Source: an optimization exercise on an open RTL-to-GDS flow (aim: small area and a short achievable clock period). Production flows keep margins and buffers that such runs may drop. The RTL was checked by simulation tests, not by an equivalence proof against the original design.

green:
// fsm_multiplier
module fsm_multiplier (
    input wire clk,
    input wire k0,
    input wire k1,
    input wire [9:0] switches,
    output wire [6:0] disp0,
    output wire [6:0] disp1,
    output wire [6:0] disp2,
    output wire [6:0] disp3,
    output reg [9:0] leds
);
Size in the first run: ~650 cells after synthesis, ~51 I/O pins, ~0.0048 mm2 of cells after synthesis.
==> flow/config.mk <==
export PLATFORM = sky130hd
export DESIGN_NAME = fsm_multiplier
export DESIGN_NICKNAME = fsm_multiplier
export VERILOG_FILES = /design/flow/design.v
export SDC_FILE = /design/flow/constraint.sdc
export NUM_CORES = 4
export LEC_CHECK = 0
export CAP_MARGIN = 20
export CORE_MARGIN = 2
export CORE_UTILIZATION = 65
export SLEW_MARGIN = 20
export SYNTH_HIERARCHICAL = 1
==> flow/constraint.sdc <==
create_clock -name core_clock -period 22.0 [get_ports {clk}]
set_input_delay 4.4000 -clock core_clock [delete_from_list [all_inputs] [get_ports {clk}]]
set_output_delay 4.4000 -clock core_clock [all_outputs]
set_load 0.01 [all_outputs]
standard.sh (not shown) runs the stock make flow with config.mk's settings and CLKGATE_MAP_FILE= SYNTH_SCRIPT=/design/flow/synth_recipe.tcl, a recipe that flattens the netlist after the stock synthesis.
==> flow/flow/run.sh <==
#!/bin/bash
set -euo pipefail
export BUFFER_PORTS_ARGS="-buffer_cell sky130_fd_sc_hd__buf_2"
export SETUP_SLACK_MARGIN=9
bash standard.sh > standard.log 2>&1
[inputs] red vs green
-- flow/design.v --
<<< green, line 21
    g_o21ai_0 u6 (.A1(m1), .A2(b), .B1(w_new_n11), .Y(n2));
endmodule
module dd_first (input logic x0, input logic x1, input logic x2, output logic n0, output logic n1, output logic n2, output logic c);
    logic w_new_n8;
>>> red, line 21
    g_o21ai_0 u6 (.A1(m1), .A2(b), .B1(w_new_n11), .Y(n2));
endmodule
module dd_first_en (input logic x0, input logic x1, input logic x2, input logic en, output logic n0, output logic n1, output logic n2, output logic c);
    logic w_new_n10, w_new_n12, w_new_n14, w_new_n9;
    g_nand2b_1 u0 (.A_N(x0), .B(x2), .Y(w_new_n9));
    g_and2_0 u1 (.A(w_new_n9), .B(x1), .X(w_new_n10));
    g_nand2_1 u2 (.A(w_new_n10), .B(en), .Y(n0));
    g_nor2_1 u3 (.A(w_new_n9), .B(x1), .Y(w_new_n12));
    g_o21ai_0 u4 (.A1(w_new_n12), .A2(w_new_n10), .B1(en), .Y(n1));
    g_xor2_1 u5 (.A(x2), .B(x0), .X(w_new_n14));
    g_and2_0 u6 (.A(w_new_n14), .B(en), .X(n2));
    g_o211a_1 u7 (.A1(x1), .B1(en), .C1(x2), .A2(x0), .X(c));
endmodule
module dd_first (input logic x0, input logic x1, input logic x2, output logic n0, output logic n1, output logic n2, output logic c);
    logic w_new_n8;
<<< green, line 40
    input  logic nx,          
    input  logic [2:0] xs,    
    output logic [11:0] m,    
    output logic [3:0] b      
>>> red, line 51
    input  logic nx,          
    input  logic [2:0] xs,    
    input  logic xs_en,       
    output logic [11:0] m,    
    output logic [3:0] b      
<<< green, line 66
    dd_cell u_m19 (.b(x[7]), .m0(m15[0]), .m1(m15[1]), .m2(m15[2]), .n0(m19[0]), .n1(m19[1]), .n2(m19[2]), .c(c20));
    logic [2:0] m21; logic c22;
    dd_first u_m21 (.x0(xs[0]), .x1(xs[1]), .x2(xs[2]), .n0(m21[0]), .n1(m21[1]), .n2(m21[2]), .c(c22));
    logic [2:0] m23; logic c24;
    mux_cell u_m23_0 (.s(nx), .sn(nxn), .a(m19[0]), .b(m21[0]), .y(m23[0]));
>>> red, line 78
    dd_cell u_m19 (.b(x[7]), .m0(m15[0]), .m1(m15[1]), .m2(m15[2]), .n0(m19[0]), .n1(m19[1]), .n2(m19[2]), .c(c20));
    logic [2:0] m21; logic c22;
    dd_first_en u_m21 (.x0(xs[0]), .x1(xs[1]), .x2(xs[2]), .en(xs_en), .n0(m21[0]), .n1(m21[1]), .n2(m21[2]), .c(c22));
    logic [2:0] m23; logic c24;
    mux_cell u_m23_0 (.s(nx), .sn(nxn), .a(m19[0]), .b(m21[0]), .y(m23[0]));
<<< green, line 399
    assign Y = (A_N) | (~B);
endmodule
module g_o21a_1 (input logic A1, input logic A2, input logic B1, output logic X);
    assign X = (A1&B1) | (A2&B1);
>>> red, line 411
    assign Y = (A_N) | (~B);
endmodule
module g_o211a_1 (input logic A1, input logic A2, input logic B1, input logic C1, output logic X);
    assign X = (A1&B1&C1) | (A2&B1&C1);
endmodule
module g_o21a_1 (input logic A1, input logic A2, input logic B1, output logic X);
    assign X = (A1&B1) | (A2&B1);
<<< green, line 452
    wire sel_sw = ~pr_state[1];
    wire [15:0] x = ({16{is_next}} & num) | {9'd0, {7{sel_sw}} & switches[6:0]};
    wire [2:0] xs = {3{sel_sw}} & switches[9:7];
    wire [11:0] m;
    wire [3:0]  b;
    dd_conv16 u_dd (.x(x), .nx(is_next), .xs(xs), .m(m), .b(b));
    seven_seg_display_driver hex0 (.b(b[0]), .m0(m[0]),  .m1(m[1]),  .m2(m[2]),  .s0(disp0[0]), .s1(disp0[1]), .s2(disp0[2]), .s3(disp0[3]), .s4(disp0[4]), .s5(disp0[5]), .s6(disp0[6]));
    seven_seg_display_driver hex1 (.b(b[1]), .m0(m[3]),  .m1(m[4]),  .m2(m[5]),  .s0(disp1[0]), .s1(disp1[1]), .s2(disp1[2]), .s3(disp1[3]), .s4(disp1[4]), .s5(disp1[5]), .s6(disp1[6]));
>>> red, line 467
    wire sel_sw = ~pr_state[1];
    wire [15:0] x = ({16{is_next}} & num) | {9'd0, {7{sel_sw}} & switches[6:0]};
    wire [11:0] m;
    wire [3:0]  b;
    dd_conv16 u_dd (.x(x), .nx(is_next), .xs(switches[9:7]), .xs_en(sel_sw), .m(m), .b(b));
    seven_seg_display_driver hex0 (.b(b[0]), .m0(m[0]),  .m1(m[1]),  .m2(m[2]),  .s0(disp0[0]), .s1(disp0[1]), .s2(disp0[2]), .s3(disp0[3]), .s4(disp0[4]), .s5(disp0[5]), .s6(disp0[6]));
    seven_seg_display_driver hex1 (.b(b[1]), .m0(m[3]),  .m1(m[4]),  .m2(m[5]),  .s0(disp1[0]), .s1(disp1[1]), .s2(disp1[2]), .s3(disp1[3]), .s4(disp1[4]), .s5(disp1[5]), .s6(disp1[6]));
==> comparison <==
- Relative to green, area after synthesis has gone down in red.
- Changes observed in red relative to green: layout-stage area growth over the synthesis result went up; fmax did not really move; routed wire length on met3 went down; die outline height went down.
- Of the two candidates, green has the worse final critical-path setup slack and red the better one.
- Between red and green, it is red whose relative max-transition margin is higher, by 0.82 points.
- When the final numbers for green and red were put side by side, the wire length turned out to be smaller in red.
- NOTE per-cell routed wire length green->red decreased by a few percent
- red vs green: vias per cell down by a few percent

-- static timing again, ports no longer ideal --
Ports are ideal in the flow. The routed layouts listed here were re-timed in OpenROAD. Step 1 sets driving cells, clkbuf_16 on the clock port and buf_2 on the other inputs (assumed; they add their load-dependent delay and slew). Step 2, shift: input delay + t, output delay - t, t = (earliest + latest rising clock arrival at the registers) / 2. This alone moves slack from input paths to output paths. Slacks: ideal ports / drivers / drivers and shift; pairs: ideal ports / drivers.
run	t, ns	slack for setup (ns)	worst hold slack (ns)	clock arrival spread, ns	slew at the worst register clock pin (ns)
green	0.286	9.799 / 9.779 / 9.779	0.434 / 0.434 / 0.434	0.005 / 0.004	0.08 / 0.08
red	0.290	9.835 / 9.799 / 9.799	0.434 / 0.434 / 0.434	0.006 / 0.006	0.08 / 0.08
After both steps every run listed still meets setup and hold. For red, which loses most, drivers alone change the setup slack by -0.036 ns; drivers and shift together by -0.036 ns.
